From an optimization exercise on the open Yosys and OpenROAD flow, aimed at small area, a short achievable clock period and few clock cycles; shortcuts taken in it are not production practice. Only simulation tests tie the RTL to the original design; equivalence was not proved. Power is estimated from default activity; no workload was simulated.

## rev 12
// cpu_top_pipeline
module cpu_top_pipeline(input logic clk, input logic reset,
output logic [31:0] pc, input logic [31:0] instr,
output logic [31:0] dmem_addr, output logic [31:0] dmem_wdata, output logic dmem_we, input logic [31:0] dmem_rdata,
output logic [31:0] reg_write_data,output logic [4:0] reg_write_addr,
output logic reg_debug);
==> flow/config.mk <==
export PLATFORM = sky130hd
export DESIGN_NAME = cpu_top_pipeline
export DESIGN_NICKNAME = cpu_top_pipeline
export VERILOG_FILES = /design/flow/design.v
export SDC_FILE = /design/flow/constraint.sdc
export NUM_CORES = 4
export LEC_CHECK = 0
export CAP_MARGIN = 20
export CORE_MARGIN = 2
export CORE_UTILIZATION = 35
export PLACE_DENSITY = 0.5
export SETUP_SLACK_MARGIN = 4.2
export SLEW_MARGIN = 20
==> flow/constraint.sdc <==
create_clock -name core_clock -period 8.0 [get_ports {clk}]
set_input_delay 1.6000 -clock core_clock [delete_from_list [all_inputs] [get_ports {clk}]]
set_output_delay 1.6000 -clock core_clock [all_outputs]
set_load 0.01 [all_outputs]
standard.sh (not shown) runs the stock make flow with config.mk's settings and CLKGATE_MAP_FILE= SYNTH_SCRIPT=/design/flow/synth_recipe.tcl, a recipe that flattens the netlist after the stock synthesis.
==> flow/flow/run.sh <==
#!/bin/bash
set -euo pipefail
export BUFFER_PORTS_ARGS="-buffer_cell sky130_fd_sc_hd__buf_2"
export CTS_ARGS="-sink_clustering_enable -repair_clock_nets -dont_use_dummy_load -buf_list {sky130_fd_sc_hd__clkbuf_4 sky130_fd_sc_hd__clkbuf_8}"
bash standard.sh > standard.log 2>&1
Testbench counts of rev 12, summed over its fixed seeds: cycles 451,214.
Here is what was changed in the inputs of rev 13 compared with rev 12.
Settings: PLACE_DENSITY now 0.6, was 0.5; CORE_UTILIZATION now 45, was 35.
## What came out
Going from rev 12 to rev 13, the cell area reported after detailed placement was found to have gone down by 1.6%. Rev 12 -> rev 13: relative area of clock buffers and inverters in the final design flat. A library cell contributing the largest single delay on the critical path of sky130_fd_sc_hd__o21ai_2 is what rev 12 shows, while sky130_fd_sc_hd__dfxtp_1 belongs to rev 13. In rev 13 the count of clock-net buffers in the final layout turned out 5.1% lower than in rev 12. Internal power component: rev 13 vs rev 12 down 4.4%. Clock skew ends up lower on rev 13. Setup WNS rev 12 -> rev 13: worse. Against rev 12, the final cell area of rev 13 is lower. Rev 13 has number of antenna violations at the first check in global routing above what rev 12 had. Relative to rev 12, share of layout cells above drive strength 1 decreased by 1.7 points in rev 13.


cpu_top_pipeline, a different RTL version from the one above (not shown whole).
Size: roughly 5500 cells after synthesis, ~1300 flip-flops.
Design cpu_top_pipeline, start of the top module:
module cpu_top_pipeline(input logic clk, input logic reset,
output logic [31:0] pc, input logic [31:0] instr,
output logic [31:0] dmem_addr, output logic [31:0] dmem_wdata, output logic dmem_we, input logic [31:0] dmem_rdata,
output logic [31:0] reg_write_data,output logic [4:0] reg_write_addr,
output logic reg_debug);
clock: 8.0 ns
lec_check: 0
cap_margin: 20
core_margin: 2
core_utilization: 35
cts_buf_list: sky130_fd_sc_hd__clkbuf_4 sky130_fd_sc_hd__clkbuf_8
place_density: 0.5
setup_slack_margin: 3.8
slew_margin: 20
tns_end_percent: 5
run.sh (not shown) runs the stock make flow with config.mk's settings and CLKGATE_MAP_FILE= SYNTH_SCRIPT=/design/flow/synth_recipe.tcl, a recipe that flattens the netlist after the stock synthesis.
Stock flow here: none of the scripts above is used.
Testbench counts at the start, summed over its fixed seeds: cycles 451,214.
Then changed:
==> flow/flow/run.sh (new file) <==
#!/bin/bash
set -euo pipefail
export BUFFER_PORTS_ARGS="-buffer_cell sky130_fd_sc_hd__buf_2"
export CTS_ARGS="-sink_clustering_enable -repair_clock_nets -dont_use_dummy_load -buf_list {sky130_fd_sc_hd__clkbuf_4 sky130_fd_sc_hd__clkbuf_8}"
bash standard.sh > standard.log 2>&1
==> flow/standard.sh (new file) <==
#!/bin/bash
# synth_recipe.tcl (not shown) runs the flow's synth.tcl, then flattens the netlist and writes it again
# the make line also repeats each setting of config.mk as NAME=value (left out here)
make -C /OpenROAD-flow-scripts/flow DESIGN_CONFIG=/design/flow/config.mk WORK_HOME=/design/flow/orfs CLKGATE_MAP_FILE= SYNTH_SCRIPT=/design/flow/synth_recipe.tcl "${@:-finish}"
Settings changed: CTS_BUF_LIST sky130_fd_sc_hd__clkbuf_4 sky130_fd_sc_hd__clkbuf_8 to default, SETUP_SLACK_MARGIN 3.8 to 4.2.
removed: flow/run.sh
Result:
- worst setup slack gets better by 0.17 ns
- clock-buffer cell count falls by 90
- hold slack gets worse by 0.053 ns
- sequential share of layout area rises by 1.8 points
- fmax rises by 3.9%

separate check: timing with driven ports:
The flow's constraints put no driver on any port. The routed layouts listed below were extracted and timed again, unchanged, in two steps. Step 1 assumes that a clkbuf_16 drives the clock port and a buf_2 every other input. Step 2 times the ports against the registers' clock, not the clock port: input delays grow and output delays shrink by t, the midpoint of the rising clock arrivals with the driver on. Slacks: no drivers / after step 1 / after step 2; pairs: no drivers / after step 1.
run | shift t [ns] | slack for setup (ns) | hold WS [ns] | worst setup path after step 2 | slew at the worst register clock pin (ns)
rev 12 | 1.022 | 3.646 / 3.646 / 2.771 | 0.363 / 0.363 / 0.363 | input to register | 0.07 / 0.07
rev 13 | 1.018 | 3.561 / 3.561 / 2.602 | 0.387 / 0.387 / 0.387 | input to register | 0.07 / 0.07
the first run of note 2 | 1.083 | 3.430 / 3.484 / 2.404 | 0.411 / 0.411 / 0.411 | input to register | 0.08 / 0.08
the second run of note 2 | 1.064 | 3.602 / 3.674 / 2.610 | 0.358 / 0.358 / 0.358 | input to register | 0.07 / 0.07
After both steps every run listed still meets setup and hold. For the first run of note 2, which loses most, drivers alone change the setup slack by +0.054 ns; drivers and shift together by -1.026 ns.
